From an optimization exercise on the open Yosys and OpenROAD flow, aimed at small area; shortcuts taken in it are not production practice.
Where RTL was checked, it was by simulation tests only, not by an equivalence proof against the original.
Power figures rest on the tool's default switching activity, not on a simulated workload.

==> inputs of 12-16 <==
// cpu
module cpu (
  input clk, rst,
  input [15:0] in_port,
  output wire [15:0] out_port,
  output wire [17:0] imem_addr,
  input  [31:0] imem_data,
  output wire [18:0] dmem_addr,
  output wire dmem_we,
  output wire [15:0] dmem_wdata,
  input  [15:0] dmem_rdata
);
export LEC_CHECK = 0
export ABC_AREA = 1
export CAP_MARGIN = 20
export CORE_MARGIN = 2
export CORE_UTILIZATION = 50
export CTS_BUF_LIST = sky130_fd_sc_hd__clkbuf_4
export SLEW_MARGIN = 20
create_clock -name core_clock -period 10.0 [get_ports {clk}]
standard.sh (not shown) runs the stock make flow with config.mk's settings and CLKGATE_MAP_FILE= SYNTH_SCRIPT=/design/flow/synth_recipe.tcl, a recipe that flattens the netlist after the stock synthesis.
==> flow/flow/run.sh <==
#!/bin/bash
# The standard layout (standard.sh), with three changes:
#  - synthesis: the standard flow's own synthesis script (synth_recipe.tcl, i.e. ORFS
#    synthesis without fsm/share, flattened, function nets renamed), except
#    that ABC maps the combinational logic with flow/abc.script (area-oriented
#    &nf mapping) instead of ORFS's abc script. Flip-flops are mapped before
#    ABC runs, so the registers are exactly the standard synthesis's.
#  - the port buffers that buffer_ports inserts use the smallest buffer cell
#    (buf_1) instead of the resizer's default pick (clkdlybuf4s50_1); every
#    port still gets its buffer, and repair_design resizes any that need it;
#  - clock tree: clkbuf_16 buffers, sink clusters of up to 24 flip-flops
#    within 100 um, no dummy loads.
# Each tool's output goes to a log file in this folder (and ORFS's logs).
set -euo pipefail
W=$(pwd)
export BUFFER_PORTS_ARGS="-buffer_cell sky130_fd_sc_hd__buf_1"
export CTS_ARGS="-sink_clustering_enable -repair_clock_nets -dont_use_dummy_load -buf_list sky130_fd_sc_hd__clkbuf_16 -sink_clustering_size 24 -sink_clustering_max_diameter 100"
export FLOW_ABC_SCRIPT="$W/flow/abc.script"
# ORFS synth.tcl with only the abc call's script replaced
sed 's|^  log_cmd abc {\*}\$abc_args$|  log_cmd abc -script $::env(FLOW_ABC_SCRIPT) {*}[lrange $abc_args 2 end]|' \
  "$FLOW_HOME/scripts/synth.tcl" > "$W/flow_synth_orfs.tcl"
grep -q 'FLOW_ABC_SCRIPT' "$W/flow_synth_orfs.tcl"
sed "s|source \$::env(SCRIPTS_DIR)/synth.tcl|source $W/flow_synth_orfs.tcl|" \
  "$W/synth_recipe.tcl" > "$W/flow_synth.tcl"
grep -q 'flow_synth_orfs.tcl' "$W/flow_synth.tcl"
bash standard.sh SYNTH_SCRIPT="$W/flow_synth.tcl" synth > synth.log 2>&1
bash standard.sh > standard.log 2>&1
==> flow/flow/abc.script <==
strash
balance
rewrite
refactor
balance
rewrite
rewrite -z
balance
refactor -z
rewrite -z
balance
dch -f
&get -n
&st
&dch
&nf -R 1000
&put
topo
==> 04-01 (differences from 12-16) <==
--- a/flow/design.v
+++ b/flow/design.v
@@ -8,10 +8,24 @@
   output wire [18:0] dmem_addr,
   output wire dmem_we,
   output wire [15:0] dmem_wdata,
   input  [15:0] dmem_rdata
 );
+  function [32:0] radd;
+    input [31:0] x, y;
+    input cin;
+    integer k;
+    reg c;
+    begin
+      c = cin;
+      for (k = 0; k < 32; k = k + 1) begin
+        radd[k] = x[k] ^ y[k] ^ c;
+        c = (x[k] & y[k]) | (c & (x[k] ^ y[k]));
+      end
+      radd[32] = c;
+    end
+  endfunction
   reg [31:0] pc;
   reg [31:1] sp_out;
   reg [15:0] regfile [0:7];
   reg [7:0] rvalid;
   reg [15:0] out_r;
@@ -19,11 +33,11 @@
   reg halted;
   reg [4:0] bubble;           
   reg [2:0] fstate;
   reg mstate;
   reg [31:0] id_instr;
-  reg id_tx, ex_tx, me_tx, wb_tx;
+  reg id_tx, ex_tx, me_tx;
   reg [31:0] ex_instr;
   reg me_call, me_int, me_ret, me_out, me_skipM, me_push, me_pop, me_wr, me_skipW;
   reg [2:0] me_rdst;
   reg [15:0] me_rs, me_s2;
   reg wb_out;
@@ -32,10 +46,11 @@
   wire stallD, stallE, extendM, extendF, flushD, flushE, flushM;
   assign stallE = halted;
   wire dirtyW = bW;
   wire dirtyM = bM | flushM;
   wire dirtyE = bE | stallE | extendM | flushM | flushE;
+  wire dirtyF = bF | stallD | stallE | extendM | flushM | flushE | flushD;
   wire keepF  = stallD | stallE | extendM | extendF;
   reg [4:0] nb, nextBubble;
   always @(*) begin
     if (flushM) nb = {4'b1111, bW};
     else if (flushE) nb = {3'b111, bM, bW};
@@ -93,31 +108,34 @@
   wire ex_skipE, ex_skipM, ex_push, ex_pop, ex_wr, ex_skipW;
   wire [2:0] ex_branch, ex_func;
   assign {ex_hlt, ex_call, ex_int, ex_ret, ex_branch, ex_setC, ex_load, ex_in, ex_out,
           ex_imm1, ex_imm2, ex_skipE, ex_func, ex_skipM, ex_push, ex_pop, ex_wr, ex_skipW} = code;
   wire ex_valid = !dirtyE;
-  wire me_fv = !(bM || me_skipW);
-  wire s1_imm = ex_in || ex_imm1 || ex_call;
-  wire s1_me = !s1_imm && me_fv && ex_rs1 == me_rdst;
-  wire s1_rf = !(s1_imm || s1_me);
-  wire s2_me = me_fv && ex_rs2 == me_rdst;
-  wire s2_rf = !s2_me;
-  reg [15:0] s1, s2;
+  reg [15:0] rf1, rf2;
   integer j;
   always @(*) begin
-    s1 = ({16{s1_imm}} & ex_imm) | ({16{s1_me}} & me_rs);
-    s2 = {16{s2_me}} & me_rs;
+    rf1 = 16'd0;
+    rf2 = 16'd0;
     for (j = 0; j < 8; j = j + 1) begin
-      s1 = s1 | (regfile[j] & {16{s1_rf && rvalid[j] && ex_rs1 == j}});
-      s2 = s2 | (regfile[j] & {16{s2_rf && rvalid[j] && ex_rs2 == j}});
+      rf1 = rf1 | (regfile[j] & {16{rvalid[j] && ex_rs1 == j}});
+      rf2 = rf2 | (regfile[j] & {16{rvalid[j] && ex_rs2 == j}});
     end
   end
+  wire me_fv = !(bM || me_skipW);
+  reg [15:0] s1, s2;
+  always @(*) begin
+    if (ex_in || ex_imm1 || ex_call) s1 = ex_imm;
+    else if (me_fv && ex_rs1 == me_rdst) s1 = me_rs;
+    else s1 = rf1;
+    if (me_fv && ex_rs2 == me_rdst) s2 = me_rs;
+    else s2 = rf2;
+  end
   wire [15:0] a = s1;
   wire [15:0] b = ex_imm2 ? ex_imm : s2;
   wire do_sub = (ex_func == 3'b001);
   wire do_inc = (ex_func == 3'b010);
-  wire [15:0] addb = (do_inc || ex_skipE) ? {14'd0, ex_int, ex_int} : (do_sub ? ~b : b);
+  wire [15:0] addb = (do_inc || ex_skipE) ? 16'd0 : (do_sub ? ~b : b);
   wire [16:0] sum = {1'b0, a} + {1'b0, addb} + {16'd0, do_sub | do_inc};
   reg [15:0] r;
   reg co;
   always @(*) begin
     case (ex_func)
@@ -211,40 +229,25 @@
   wire memJump = (me_call || me_ret) && offset;
   wire memInt = me_int && offset;
   assign flushE = memJump || memInt || halted;
   wire callJ = !bM && mstate && me_call;
   wire extM = !bM && !mstate && mcont;
-  wire [16:0] isel = ({17{jumpF}} & {ex_tx, ex_imm}) | ({17{callJ}} & {wb_tx, wb_wd}) |
+  wire [16:0] isel = ({17{jumpF}} & {ex_tx, ex_imm}) | ({17{callJ}} & {me_tx, me_rs}) |
                      ({17{extM}} & 17'h1FFFE);
   wire pcin = !(jumpF || callJ || extM);
-  wire [9:0] lo9 = {1'b0, pc[10:2]} + {1'b0, isel[8:0]} + {9'd0, pcin};
-  wire [8:0] up0 = {1'b0, pc[18:11]} + {1'b0, isel[16:9]};
-  wire [8:0] up1 = {1'b0, pc[18:11]} + {1'b0, isel[16:9]} + 9'd1;
-  wire [8:0] up = lo9[9] ? up1 : up0;
-  wire [17:0] pcLo = {up, lo9[8:0]};
-  wire hi_en = pcLo[17] ^ isel[16];
-  reg [12:0] pcHi;
-  reg hc;
-  integer h;
-  always @(*) begin
-    hc = hi_en;
-    for (h = 0; h < 13; h = h + 1) begin
-      pcHi[h] = pc[19 + h] ^ hc;
-      hc = hc & (pc[19 + h] ^ isel[16]);
-    end
-  end
-  wire [29:0] pcA = {pcHi, pcLo[16:0]};
-  wire [15:0] me_wd = (me_skipM || me_int || me_call) ? me_rs : dmem_rdata;
+  wire [29:0] pcA = pc[31:2] + {{13{isel[16]}}, isel} + {29'd0, pcin};
+  wire [15:0] me_wd = (me_skipM || me_int) ? me_rs : dmem_rdata;
   wire rf_we = !dirtyM && !me_skipW;
   wire [15:0] pcm8_lo = {pcA[13:0], pc[1:0]};
   assign dmem_we = !dirtyM && !me_skipM && me_wr;
   assign dmem_addr = me_stk ? spv[19:1] : me_rs[15:1];
   assign dmem_wdata = ((me_call || me_int) && !offset) ? pcm8_lo : me_s2;
   reg fetch;
   reg [1:0] fetchSrc;
   reg [2:0] nfstate;
-  wire fvalid = !bF;
+  wire fvalid = !dirtyF;
+  wire throwF = flushM | flushE | flushD;
   always @(*) begin
     fetch = 1'b0;
     fetchSrc = 2'b00;
     if (fvalid)
       case (fstate)
@@ -256,35 +259,36 @@
       endcase
     if (memExpt1) nfstate = 3'b100;
     else if (memExpt2) nfstate = 3'b101;
     else if (memInt) nfstate = 3'b011;
     else if (fstate == 3'b000) nfstate = 3'b010;
+    else if (throwF) nfstate = 3'b001;
     else if (fvalid) nfstate = 3'b001;
     else nfstate = fstate;
   end
   assign extendF = fetch;
   always @(posedge clk or negedge rst)
     if (!rst) fstate <= 3'b000;
     else fstate <= nfstate;
-  wire intJ = !bM && mstate && me_int;
+  wire [32:0] iaddr_w = radd({16'd0, wb_wd}, 32'd3, 1'b0);
+  wire [17:0] iaddr_int = iaddr_w[17:0];
   reg [17:0] iaddr;
   always @(*) begin
     if (fetch)
       case (fetchSrc)
         2'b00: iaddr = 18'd0;
         2'b01: iaddr = 18'd1;
         2'b10: iaddr = 18'd2;
-        default: iaddr = pc[19:2];    
+        default: iaddr = iaddr_int;
       endcase
     else if (fstate == 3'b000) iaddr = 18'd0;
     else iaddr = pc[19:2];
   end
   assign imem_addr = iaddr;
   always @(posedge clk)
     if (!keepF || fetch)
-      pc <= fetch ? imem_data : ((memJump && me_ret) ? {wb_wd, dmem_rdata} :
-                                 (intJ ? {pcA[29:18], 1'b0, wb_tx, wb_wd, pc[1:0]} : {pcA, pc[1:0]}));
+      pc <= fetch ? imem_data : ((memJump && me_ret) ? {wb_wd, dmem_rdata} : {pcA, pc[1:0]});
   wire f_is_in = (imem_data[31:27] == 5'b00011);
   wire f_is_br = (imem_data[31:29] == 3'b110);    
   wire f_is_call = (imem_data[31:27] == 5'b11100);
   wire [16:0] f_t = {imem_data[15], imem_data[15:0]} + (f_is_call ? 17'h1FFFD : 17'h1FFFE);
   always @(posedge clk)
@@ -296,22 +300,22 @@
   always @(posedge clk) begin
     ex_instr <= id_instr;
     ex_tx <= id_tx;
   end
   always @(posedge clk) begin
-    if (!extendM)
+    if (!extendM) begin
       {me_call, me_int, me_ret, me_out, me_skipM, me_push, me_pop, me_wr, me_skipW} <=
         {ex_call, ex_int, ex_ret, ex_out, ex_skipM, ex_push, ex_pop, ex_wr, ex_skipW};
-    me_rs <= r;
-    me_tx <= ex_int ? sum[16] : ex_tx;
+      me_rs <= r;
+      me_tx <= ex_tx;
+    end
     me_rdst <= ex_rdst;
     me_s2 <= extendM ? pcA[29:14] : s2;
   end
   always @(posedge clk) begin
     wb_out <= me_out;
     wb_wd <= me_wd;
-    wb_tx <= me_tx;
   end
   always @(posedge clk)
     if (rf_we)
       regfile[me_rdst] <= me_wd;
   always @(posedge clk or negedge rst)
==> flow/flow/run.sh (replaced) <==
#!/bin/bash
# The standard layout (standard.sh: standard synthesis, floorplan,
# placement, CTS, routing), with two changes:
#  - the port buffers that buffer_ports inserts use the smallest buffer cell
#    (buf_1) instead of the resizer's default pick (clkdlybuf4s50_1); every
#    port still gets its buffer, and repair_design resizes any that need it;
#  - clock tree: clkbuf_8 buffers, sink clusters of up to 16 flip-flops within
#    80 um, no dummy loads.
export BUFFER_PORTS_ARGS="-buffer_cell sky130_fd_sc_hd__buf_1"
export CTS_ARGS="-sink_clustering_enable -repair_clock_nets -dont_use_dummy_load -buf_list sky130_fd_sc_hd__clkbuf_8 -sink_clustering_size 16 -sink_clustering_max_diameter 80"
bash standard.sh > standard.log 2>&1
--- a/flow/config.mk
+++ b/flow/config.mk
@@ -6,8 +6,8 @@
 export NUM_CORES = 4
 export LEC_CHECK = 0
 export ABC_AREA = 1
 export CAP_MARGIN = 20
 export CORE_MARGIN = 2
-export CORE_UTILIZATION = 50
+export CORE_UTILIZATION = 40
 export CTS_BUF_LIST = sky130_fd_sc_hd__clkbuf_4
 export SLEW_MARGIN = 20
removed: flow/flow/abc.script
==> comparison table <==
                                                                   12-16        04-01
Outcome                                         timing/DRC/antenna clean  timing/DRC/antenna clean
Number of placement rows                                              69           82
Final wirelength                                                63400 um     74300 um
Count of multi-input gates                                          1264         1592
Via count of the routed design                                     15330        18336
Share of synthesized area spent on multiplexers                    3.47%        1.41%
Global-route met3 utilization                                      6.45%        5.11%
Instance area after placement                                 19700 um^2   21800 um^2
Post-route worst setup slack                                     1460 ps      2550 ps
Non-clock inverter count                                              66          329
Violation count after the first detailed-routing iteration          2271         2154
Power Dens Cells                                             233 nW/um^2  236 nW/um^2
Cts bufs inserted                                                     19           28
Effective utilization at floorplan                                 51.0%        40.7%
Worst-case hold path end point                              ex_instr[14]       wb_out
Die area                                                      37900 um^2   53000 um^2
Capturing point of the worst reg2reg path                         pc[31]           fc

---

==> inputs of run a <==
Another version of the RTL of cpu (not shown whole).
==> flow/design.v (excerpt) <==
module cpu (
  input clk, rst,
  input [15:0] in_port,
  output wire [15:0] out_port,
  output wire [17:0] imem_addr,
  input  [31:0] imem_data,
  output wire [18:0] dmem_addr,
  output wire dmem_we,
  output wire [15:0] dmem_wdata,
  input  [15:0] dmem_rdata
);
clock: 10.0 ns
lec_check: 0
cap_margin: 20
core_margin: 2
core_utilization: 40
cts_buf_list: sky130_fd_sc_hd__clkbuf_4
slew_margin: 20
==> flow/flow/run.sh <==
#!/bin/bash
# The standard layout (standard.sh: standard synthesis, floorplan,
# placement, CTS, routing), with one change: the port buffers that
# buffer_ports inserts use the smallest buffer cell (buf_1) instead of the
# resizer's default pick (clkdlybuf4s50_1). Every port still gets its buffer;
# repair_design resizes any that need more drive.
export BUFFER_PORTS_ARGS="-buffer_cell sky130_fd_sc_hd__buf_1"
bash standard.sh > standard.log 2>&1
==> run b: changes against run a <==
--- a/flow/design.v
+++ b/flow/design.v
@@ -1,5 +1,6 @@
+`default_nettype none
 module cpu (
   input clk, rst,
   input [15:0] in_port,
   output wire [15:0] out_port,
   output wire [17:0] imem_addr,
@@ -32,25 +33,23 @@
   reg halted;
   reg [4:0] bubble;           
   reg [2:0] fstate;
   reg mstate;
   reg [31:0] id_instr;
-  reg id_tx, ex_tx, me_tx;
+  reg id_tx, ex_tx, me_tx, wb_tx;
   reg [31:0] ex_instr;
   reg me_call, me_int, me_ret, me_out, me_skipM, me_push, me_pop, me_wr, me_skipW;
   reg [2:0] me_rdst;
   reg [15:0] me_rs, me_s2;
-  reg wb_out, wb_skipW;
-  reg [2:0] wb_rdst;
+  reg wb_out;
   reg [15:0] wb_wd;
   wire bF = bubble[4], bD = bubble[3], bE = bubble[2], bM = bubble[1], bW = bubble[0];
   wire stallD, stallE, extendM, extendF, flushD, flushE, flushM;
   assign stallE = halted;
   wire dirtyW = bW;
   wire dirtyM = bM | flushM;
   wire dirtyE = bE | stallE | extendM | flushM | flushE;
-  wire dirtyF = bF | stallD | stallE | extendM | flushM | flushE | flushD;
   wire keepF  = stallD | stallE | extendM | extendF;
   reg [4:0] nb, nextBubble;
   always @(*) begin
     if (flushM) nb = {4'b1111, bW};
     else if (flushE) nb = {3'b111, bM, bW};
@@ -119,37 +118,34 @@
       rf1 = rf1 | (regfile[j] & {16{rvalid[j] && ex_rs1 == j}});
       rf2 = rf2 | (regfile[j] & {16{rvalid[j] && ex_rs2 == j}});
     end
   end
   wire me_fv = !(bM || me_skipW);
-  wire wb_fv = !(dirtyW || wb_skipW);
   reg [15:0] s1, s2;
   always @(*) begin
     if (ex_in || ex_imm1 || ex_call) s1 = ex_imm;
     else if (me_fv && ex_rs1 == me_rdst) s1 = me_rs;
-    else if (wb_fv && ex_rs1 == wb_rdst) s1 = wb_wd;
     else s1 = rf1;
     if (me_fv && ex_rs2 == me_rdst) s2 = me_rs;
-    else if (wb_fv && ex_rs2 == wb_rdst) s2 = wb_wd;
     else s2 = rf2;
   end
   wire [15:0] a = s1;
   wire [15:0] b = ex_imm2 ? ex_imm : s2;
   wire do_sub = (ex_func == 3'b001);
   wire do_inc = (ex_func == 3'b010);
-  wire [15:0] addb = (do_inc || ex_skipE) ? 16'd0 : (do_sub ? ~b : b);
+  wire [15:0] addb = (do_inc || ex_skipE) ? {14'd0, ex_int, ex_int} : (do_sub ? ~b : b);
   wire [16:0] sum = {1'b0, a} + {1'b0, addb} + {16'd0, do_sub | do_inc};
   reg [15:0] r;
   reg co;
   always @(*) begin
     case (ex_func)
       3'b000, 3'b010: {co, r} = sum;
       3'b001: {co, r} = {!sum[16], sum[15:0]};
       3'b011: {co, r} = {a[15], a[14:0], 1'b0};
       3'b100: {co, r} = {a[0], 1'b0, a[15:1]};
-      3'b101: {co, r} = {1'b0, a & b};
-      3'b110: {co, r} = {1'b0, a | b};
+      3'b101: {co, r} = {1'b0, a & addb};    
+      3'b110: {co, r} = {1'b0, a | addb};
       default: {co, r} = {1'b0, ~a};
     endcase
   end
   wire zo = (r == 16'd0);
   wire no = r[15];
@@ -235,20 +231,37 @@
   wire callJ = !bM && mstate && me_call;
   wire extM = !bM && !mstate && mcont;
   wire [16:0] isel = ({17{jumpF}} & {ex_tx, ex_imm}) | ({17{callJ}} & {me_tx, me_rs}) |
                      ({17{extM}} & 17'h1FFFE);
   wire pcin = !(jumpF || callJ || extM);
-  wire [29:0] pcA = pc[31:2] + {{13{isel[16]}}, isel} + {29'd0, pcin};
+  wire [9:0] lo9 = {1'b0, pc[10:2]} + {1'b0, isel[8:0]} + {9'd0, pcin};
+  wire [8:0] up0 = {1'b0, pc[18:11]} + {1'b0, isel[16:9]};
+  wire [8:0] up1 = {1'b0, pc[18:11]} + {1'b0, isel[16:9]} + 9'd1;
+  wire [8:0] up = lo9[9] ? up1 : up0;
+  wire [17:0] pcLo = {up, lo9[8:0]};
+  wire hi_en = pcLo[17] ^ isel[16];
+  reg [12:0] pcHi;
+  reg hc;
+  integer h;
+  always @(*) begin
+    hc = hi_en;
+    for (h = 0; h < 13; h = h + 1) begin
+      pcHi[h] = pc[19 + h] ^ hc;
+      hc = hc & (pc[19 + h] ^ isel[16]);
+    end
+  end
+  wire [29:0] pcA = {pcHi, pcLo[16:0]};
+  wire [15:0] me_wd = (me_skipM || me_int) ? me_rs : dmem_rdata;
+  wire rf_we = !dirtyM && !me_skipW;
   wire [15:0] pcm8_lo = {pcA[13:0], pc[1:0]};
   assign dmem_we = !dirtyM && !me_skipM && me_wr;
   assign dmem_addr = me_stk ? spv[19:1] : me_rs[15:1];
   assign dmem_wdata = ((me_call || me_int) && !offset) ? pcm8_lo : me_s2;
   reg fetch;
   reg [1:0] fetchSrc;
   reg [2:0] nfstate;
-  wire fvalid = !dirtyF;
-  wire throwF = flushM | flushE | flushD;
+  wire fvalid = !bF;
   always @(*) begin
     fetch = 1'b0;
     fetchSrc = 2'b00;
     if (fvalid)
       case (fstate)
@@ -260,20 +273,18 @@
       endcase
     if (memExpt1) nfstate = 3'b100;
     else if (memExpt2) nfstate = 3'b101;
     else if (memInt) nfstate = 3'b011;
     else if (fstate == 3'b000) nfstate = 3'b010;
-    else if (throwF) nfstate = 3'b001;
     else if (fvalid) nfstate = 3'b001;
     else nfstate = fstate;
   end
   assign extendF = fetch;
   always @(posedge clk or negedge rst)
     if (!rst) fstate <= 3'b000;
     else fstate <= nfstate;
-  wire [32:0] iaddr_w = radd({16'd0, wb_wd}, 32'd3, 1'b0);
-  wire [17:0] iaddr_int = iaddr_w[17:0];
+  wire [17:0] iaddr_int = {1'b0, wb_tx, wb_wd};    
   reg [17:0] iaddr;
   always @(*) begin
     if (fetch)
       case (fetchSrc)
         2'b00: iaddr = 18'd0;
@@ -305,28 +316,28 @@
   always @(posedge clk) begin
     if (!extendM) begin
       {me_call, me_int, me_ret, me_out, me_skipM, me_push, me_pop, me_wr, me_skipW} <=
         {ex_call, ex_int, ex_ret, ex_out, ex_skipM, ex_push, ex_pop, ex_wr, ex_skipW};
       me_rs <= r;
-      me_tx <= ex_tx;
+      me_tx <= ex_int ? sum[16] : ex_tx;
     end
     me_rdst <= ex_rdst;
     me_s2 <= extendM ? pcA[29:14] : s2;
   end
   always @(posedge clk) begin
     wb_out <= me_out;
-    wb_skipW <= me_skipW;
-    wb_rdst <= me_rdst;
-    wb_wd <= (me_skipM || me_int) ? me_rs : dmem_rdata;
+    wb_wd <= me_wd;
+    wb_tx <= me_tx;
   end
   always @(posedge clk)
-    if (!dirtyW && !wb_skipW)
-      regfile[wb_rdst] <= wb_wd;
+    if (rf_we)
+      regfile[me_rdst] <= me_wd;
   always @(posedge clk or negedge rst)
     if (!rst) rvalid <= 8'd0;
-    else if (!dirtyW && !wb_skipW)
-      rvalid[wb_rdst] <= 1'b1;
+    else if (rf_we)
+      rvalid[me_rdst] <= 1'b1;
   always @(posedge clk or negedge rst)
     if (!rst) out_r <= 16'd0;
     else if (wb_out && !dirtyW) out_r <= wb_wd;
   assign out_port = out_r;
 endmodule
+`default_nettype wire
==> flow/flow/run.sh (replaced) <==
#!/bin/bash
# The standard layout (standard.sh), with three changes:
#  - synthesis: the standard flow's own synthesis script (synth_recipe.tcl, i.e. ORFS
#    synthesis without fsm/share, flattened, function nets renamed), except
#    that ABC maps the combinational logic with flow/abc.script (area-oriented
#    &nf mapping) instead of ORFS's abc script. Flip-flops are mapped before
#    ABC runs, so the registers are exactly the standard synthesis's.
#  - the port buffers that buffer_ports inserts use the smallest buffer cell
#    (buf_1) instead of the resizer's default pick (clkdlybuf4s50_1); every
#    port still gets its buffer, and repair_design resizes any that need it;
#  - clock tree: clkbuf_16 buffers, sink clusters of up to 24 flip-flops
#    within 100 um, no dummy loads.
# Each tool's output goes to a log file in this folder (and ORFS's logs).
set -euo pipefail
W=$(pwd)
export BUFFER_PORTS_ARGS="-buffer_cell sky130_fd_sc_hd__buf_1"
export CTS_ARGS="-sink_clustering_enable -repair_clock_nets -dont_use_dummy_load -buf_list sky130_fd_sc_hd__clkbuf_16 -sink_clustering_size 24 -sink_clustering_max_diameter 100"
export FLOW_ABC_SCRIPT="$W/flow/abc.script"
# ORFS synth.tcl with only the abc call's script replaced
sed 's|^  log_cmd abc {\*}\$abc_args$|  log_cmd abc -script $::env(FLOW_ABC_SCRIPT) {*}[lrange $abc_args 2 end]|' \
  "$FLOW_HOME/scripts/synth.tcl" > "$W/flow_synth_orfs.tcl"
grep -q 'FLOW_ABC_SCRIPT' "$W/flow_synth_orfs.tcl"
sed "s|source \$::env(SCRIPTS_DIR)/synth.tcl|source $W/flow_synth_orfs.tcl|" \
  "$W/synth_recipe.tcl" > "$W/flow_synth.tcl"
grep -q 'flow_synth_orfs.tcl' "$W/flow_synth.tcl"
bash standard.sh SYNTH_SCRIPT="$W/flow_synth.tcl" synth > synth.log 2>&1
bash standard.sh > standard.log 2>&1
==> flow/flow/abc.script (new file) <==
strash
dch -f
&get -n
&st
&dch
&nf -R 1000
&put
topo
ABC_AREA = 1   (was default)
==> summary of the runs <==
- Against run b, the fmax of run a is higher by about 13%.
- Against run a, the clock skew of run b is lower by 0.023 ns.
- Hold slack: run b is worse than run a (0.0071 ns).
- Of run a and run b, run a has the higher non-clock buffer count (gap 10).
- In run a the sequential cell count is higher than in run b, by 3.
- Worst setup slack: run a is better than run b (1.0 ns).
- Between run b and run a, the lower sequential power is in run b (gap 8.2%, measured against run a).
- In run b the sequential share of layout area is higher than in run a, by 5.0 points.
==> figures <==
	run b	run a
Combined area of the multi-input logic cells	8790 um2	10,500 um2
Post-synthesis instance area	18,600 um2	20,900 um2
Horiz. Die Dim	220 um	233 um
Period Utilization, post-route	85.6%	75.6%
Mapped Cells	1,761	2,092
Crit path capture	dmem_addr[18]	dmem_wdata[12]
Core footprint	46,300 um2	51,500 um2
Filler Cell Count	4,360	5,025
DRT Wirelength	66,600 um	79,100 um
Detailed-router iteration count before antenna repair	12	7
Sequential power share	46.9%	40.8%
Critical path's slowest cell	sky130_fd_sc_hd__edfxtp_1	sky130_fd_sc_hd__dfxtp_1
Run status	timing/DRC/antenna clean	timing/DRC/antenna clean
Share of synthesized area spent on multiplexers	3.75%	3.69%
Sink of the worst hold path	ex_instr[8]	ex_instr[11]
Switch Pwr	1910 uW	2470 uW
Portion of the post-synthesis area used by sequential elements	52.2%	46.8%
Design internal power	2880 uW	3540 uW
No functional check of the RTL was part of any run of this note.

re-timing with driven ports:
How much do the figures lean on ideal ports? The routed layouts below were timed once more, with nothing changed but the port constraints. Step 1: set_driving_cell puts a clkbuf_16 on clk and a buf_2 on each other input, an assumption about the parent block. Step 2 adds t to the input delays and takes it off the output delays; t is the mean of the earliest and latest rising clock arrival at the registers after step 1. Input paths then give back, and output paths get back, about the clock's delay inside the block. a / b / c = no drivers / after step 1 / after step 2; a / b = the first two.
run	t, ns	setup WS [ns]	slew at the worst register clock pin (ns)	worst slew at a driven data input, ns	pins driven straight from the clock port
12-16	0.594	1.459 / 1.401 / 1.888	0.10 / 0.10	0.04	1
04-01	0.681	2.545 / 2.489 / 3.171	0.12 / 0.12	0.06	1
run a	0.935	2.440 / 2.385 / 3.162	0.08 / 0.08	0.04	1
run b	0.584	1.440 / 1.385 / 1.969	0.10 / 0.10	0.04	1
After both steps every run listed still meets setup and hold.
